From an optimization exercise on the open Yosys and OpenROAD flow, aimed at small area and a short achievable clock period; shortcuts taken in it are not production practice. The RTL was checked by simulation tests, not by an equivalence proof against the original design. Power figures rest on the tool's default switching activity, not on a simulated workload.

Setup of rev 12:
==> flow/design.v (excerpt) <==
module int_exec (
    input  logic        clk,
    input  logic        rst,
    input  logic        flush,
    input  logic [1:0]  alu_valid,
    input  logic [11:0] alu_prd,
    input  logic [63:0] alu_src1,
    input  logic [63:0] alu_src2,
    input  logic [7:0]  alu_control,
    input  logic [3:0]  alu_src_sel,
    input  logic [63:0] alu_imm,
    input  logic [9:0]  alu_shamt,
    input  logic [1:0]  alu_reg_write,
    input  logic [63:0] alu_pc,
    input  logic [63:0] alu_pc_plus_4,
    input  logic [13:0] alu_rob_idx,
    output logic [1:0]  alu_available,
    output logic [1:0]  alu_result_valid,
    output logic [11:0] alu_result_prd,
    output logic [63:0] alu_result_data,
    output logic [13:0] alu_result_rob_idx,
    input  logic        mul_valid,
    input  logic [5:0]  mul_prd,
    input  logic [31:0] mul_src1,
    input  logic [31:0] mul_src2,
    input  logic        mul_signed_op,
    input  logic [6:0]  mul_rob_idx,
    output logic        mul_available,
    output logic        mul_result_valid,
    output logic [5:0]  mul_result_prd,
    output logic [31:0] mul_result_data,
    output logic [6:0]  mul_result_rob_idx,
    input  logic        div_valid,
    input  logic [5:0]  div_prd,
    input  logic [31:0] div_src1,
    input  logic [31:0] div_src2,
    input  logic        div_signed_op,
    input  logic        div_remainder,
    input  logic [6:0]  div_rob_idx,
    output logic        div_available,
    output logic        div_result_valid,
    output logic [5:0]  div_result_prd,
    output logic [31:0] div_result_data,
    output logic [6:0]  div_result_rob_idx
);
==> module int_rca, before the edit <==
module int_rca #(parameter W = 32) (
    input  logic [W-1:0] a,
    input  logic [W-1:0] b,
    input  logic         ci,
    output logic [W-1:0] s,
    output logic         co
);
    logic [W:0] c;
    assign c[0] = ci;
    for (genvar i = 0; i < W; i++) begin : g
        assign s[i]   = a[i] ^ b[i] ^ c[i];
        assign c[i+1] = (a[i] & b[i]) | (a[i] & c[i]) | (b[i] & c[i]);
    end
    assign co = c[W];
endmodule
==> module int_div, before the edit <==
module int_div #(parameter TAG_BITS = 13) (
    input  logic                clk,
    input  logic                kill,
    input  logic                valid,
    input  logic [TAG_BITS-1:0] tag,
    input  logic [31:0]         src1,
    input  logic [31:0]         src2,
    input  logic                signed_op,
    input  logic                rem,
    output logic                available,
    output logic                res_valid,
    output logic [TAG_BITS-1:0] res_tag,
    output logic [31:0]         res_data
);
    logic        busy, last;
    logic [3:0]  cnt;
    logic [31:0] r, q, dx;
    logic        dcin, negq, negr, rsel;
    assign available = ~busy;
    logic s1n, s2n;
    assign s1n = signed_op & src1[31];
    assign s2n = signed_op & src2[31];
    logic [31:0] x1, xa, xb, t1, ta, tb, r2;
    logic        c1, ca, cb, k1, ka, kb, k2;
    assign x1 = {r[30:0], q[31]};
    int_rca #(32) a1 (.a(x1), .b(dx), .ci(dcin), .s(t1), .co(c1));
    assign k1 = r[31] | c1;
    assign xa = {t1[30:0], q[30]};
    int_rca #(32) aa (.a(xa), .b(dx), .ci(dcin), .s(ta), .co(ca));
    assign ka = t1[31] | ca;
    assign xb = {x1[30:0], q[30]};
    int_rca #(32) ab (.a(xb), .b(dx), .ci(dcin), .s(tb), .co(cb));
    assign kb = x1[31] | cb;
    assign k2 = k1 ? ka : kb;
    assign r2 = k1 ? (ka ? ta : xa) : (kb ? tb : xb);
    logic [31:0] nin, nout, por;
    logic        nen;
    assign nin = busy ? (rsel ? r : q) : src1;
    assign nen = busy ? (rsel ? negr : negq) : s1n;
    assign por[0] = 1'b0;
    for (genvar i = 1; i < 32; i++) begin : g_por
        assign por[i] = |nin[i-1:0];
    end
    assign nout = nin ^ (por & {32{nen}});
    always_ff @(posedge clk) begin
        if (kill) begin
            busy      <= 1'b0;
            res_valid <= 1'b0;
        end else begin
            res_valid <= busy & last;
            if (!busy) busy <= valid & (src2 != 32'b0);
            else if (last) busy <= 1'b0;
        end
        cnt  <= busy ? cnt + 4'd1 : 4'd0;
        last <= busy & ~last & (cnt == 4'd15);
        r    <= busy ? r2 : 32'b0;
        q    <= (busy & ~last) ? {q[29:0], k1, k2} : nout;
        if (!busy) begin
            dx      <= s2n ? src2 : ~src2;
            dcin    <= ~s2n;
            negq    <= s1n ^ s2n;
            negr    <= s1n;
            rsel    <= rem;
            res_tag <= tag;
        end
    end
    assign res_data = q;
endmodule
Settings: LEC_CHECK=0, ABC_AREA=1, CAP_MARGIN=20, CORE_MARGIN=2, CORE_UTILIZATION=60, SLEW_MARGIN=20; clock period 90.0 ns.
standard.sh (not shown) runs the stock make flow with config.mk's settings and CLKGATE_MAP_FILE= SYNTH_SCRIPT=/design/flow/synth_recipe.tcl, a recipe that flattens the netlist after the stock synthesis.
==> flow/flow/run.sh <==
#!/bin/bash
set -euo pipefail
bash standard.sh \
    "BUFFER_PORTS_ARGS=-buffer_cell sky130_fd_sc_hd__buf_1" \
    "CTS_ARGS=-sink_clustering_enable -repair_clock_nets -buf_list sky130_fd_sc_hd__clkbuf_4 -dont_use_dummy_load" \
    SETUP_SLACK_MARGIN=${SETUP_MARGIN:-68.5} finish > flow_make.log 2>&1
Rev 12: done, clean on timing, DRC and antenna
Modified inputs, rev 13 compared to rev 12
--- a/flow/design.v
+++ b/flow/design.v
@@ -199,26 +199,36 @@
             end
         end
     end
     assign s  = p0 ^ {G[2*L-1][W-2:0], ci};
     assign co = G[2*L-1][W-1];
 endmodule
-module int_rca #(parameter W = 32) (
+module int_csel #(parameter W = 32, parameter H = 16) (
     input  logic [W-1:0] a,
     input  logic [W-1:0] b,
     input  logic         ci,
     output logic [W-1:0] s,
     output logic         co
 );
-    logic [W:0] c;
+    logic [W:0] c, c0, c1;
+    logic [W-1:0] s0, s1;
     assign c[0] = ci;
-    for (genvar i = 0; i < W; i++) begin : g
+    for (genvar i = 0; i < H; i++) begin : lo
         assign s[i]   = a[i] ^ b[i] ^ c[i];
         assign c[i+1] = (a[i] & b[i]) | (a[i] & c[i]) | (b[i] & c[i]);
     end
-    assign co = c[W];
+    assign c0[H] = 1'b0;
+    assign c1[H] = 1'b1;
+    for (genvar i = H; i < W; i++) begin : hi
+        assign s0[i]   = a[i] ^ b[i] ^ c0[i];
+        assign c0[i+1] = (a[i] & b[i]) | (a[i] & c0[i]) | (b[i] & c0[i]);
+        assign s1[i]   = a[i] ^ b[i] ^ c1[i];
+        assign c1[i+1] = (a[i] & b[i]) | (a[i] & c1[i]) | (b[i] & c1[i]);
+    end
+    assign s[W-1:H] = c[H] ? s1[W-1:H] : s0[W-1:H];
+    assign co = c[H] ? c1[W] : c0[W];
 endmodule
 module int_mul #(parameter TAG_BITS = 13) (
     input  logic                clk,
     input  logic                kill,
     input  logic                valid,
     input  logic [TAG_BITS-1:0] tag,
@@ -264,25 +274,22 @@
     logic [31:0] r, q, dx;
     logic        dcin, negq, negr, rsel;
     assign available = ~busy;
     logic s1n, s2n;
     assign s1n = signed_op & src1[31];
     assign s2n = signed_op & src2[31];
-    logic [31:0] x1, xa, xb, t1, ta, tb, r2;
-    logic        c1, ca, cb, k1, ka, kb, k2;
+    logic [31:0] x1, x2, t1, t2, r1, r2;
+    logic        c1, c2, k1, k2;
     assign x1 = {r[30:0], q[31]};
-    int_rca #(32) a1 (.a(x1), .b(dx), .ci(dcin), .s(t1), .co(c1));
+    int_csel #(32, 16) a1 (.a(x1), .b(dx), .ci(dcin), .s(t1), .co(c1));
     assign k1 = r[31] | c1;
-    assign xa = {t1[30:0], q[30]};
-    int_rca #(32) aa (.a(xa), .b(dx), .ci(dcin), .s(ta), .co(ca));
-    assign ka = t1[31] | ca;
-    assign xb = {x1[30:0], q[30]};
-    int_rca #(32) ab (.a(xb), .b(dx), .ci(dcin), .s(tb), .co(cb));
-    assign kb = x1[31] | cb;
-    assign k2 = k1 ? ka : kb;
-    assign r2 = k1 ? (ka ? ta : xa) : (kb ? tb : xb);
+    assign r1 = k1 ? t1 : x1;
+    assign x2 = {r1[30:0], q[30]};
+    int_csel #(32, 16) a2 (.a(x2), .b(dx), .ci(dcin), .s(t2), .co(c2));
+    assign k2 = r1[31] | c2;
+    assign r2 = k2 ? t2 : x2;
     logic [31:0] nin, nout, por;
     logic        nen;
     assign nin = busy ? (rsel ? r : q) : src1;
     assign nen = busy ? (rsel ? negr : negq) : s1n;
     assign por[0] = 1'b0;
     for (genvar i = 1; i < 32; i++) begin : g_por
--- outcome ---
Comparing the two runs side by side, rev 13 comes out behind rev 12 on post-placement worst setup slack.
Across both runs, die footprint was lower for rev 13 than for rev 12.
Summary of rev 13 over rev 12: sequential share of layout area moved down, final worst slack lower.
Of rev 13 and rev 12, the lower number of tap instances belongs to rev 13.
Rev 13 vs rev 12: fill cell total of the finished layout down by a little under 10%
Rev 13 can be clocked slower than rev 12.
Clock power share sits lower in rev 13 than in rev 12.
Between rev 13 and rev 12, it is rev 13 whose portion of the post-synthesis area used by sequential elements is higher, by 0.63 points.
Compared with rev 12, average size of a mapped cell in rev 13 decreased slightly.
[diff] minimum clock period after layout, rev 13 relative to rev 12: regression
Cell count sits lower in rev 13 than in rev 12.
The final reports for rev 13 and rev 12 show routed wirelength normalized by instance count lower in the former.

## static timing again, ports no longer ideal
No port has a modelled driver above. Below, the same layouts with a new extraction and two added sets of constraints. Step 1 sets driving cells, clkbuf_16 on the clock port and buf_2 on the other inputs (assumed; they add their load-dependent delay and slew). Step 2 moves the port delays by t, midway between the first and last clock arrival at a register: inputs arrive t later, outputs are due t later. That takes back most of the time a late clock gives input paths. Slacks: ideal ports / drivers / drivers and shift; pairs: ideal ports / drivers.
run | shift t [ns] | setup WS [ns] | worst setup path after step 2 | clock arrival spread, ns
rev 12 | 0.962 | 68.676 / 68.714 / 67.753 | input to register | 0.181 / 0.181
rev 13 | 0.893 | 67.936 / 67.936 / 67.043 | input to register | 0.218 / 0.218
After both steps every run listed still meets setup and hold. The setup slack of rev 12, which loses most, moves by +0.038 ns with the drivers and by -0.923 ns with both steps.
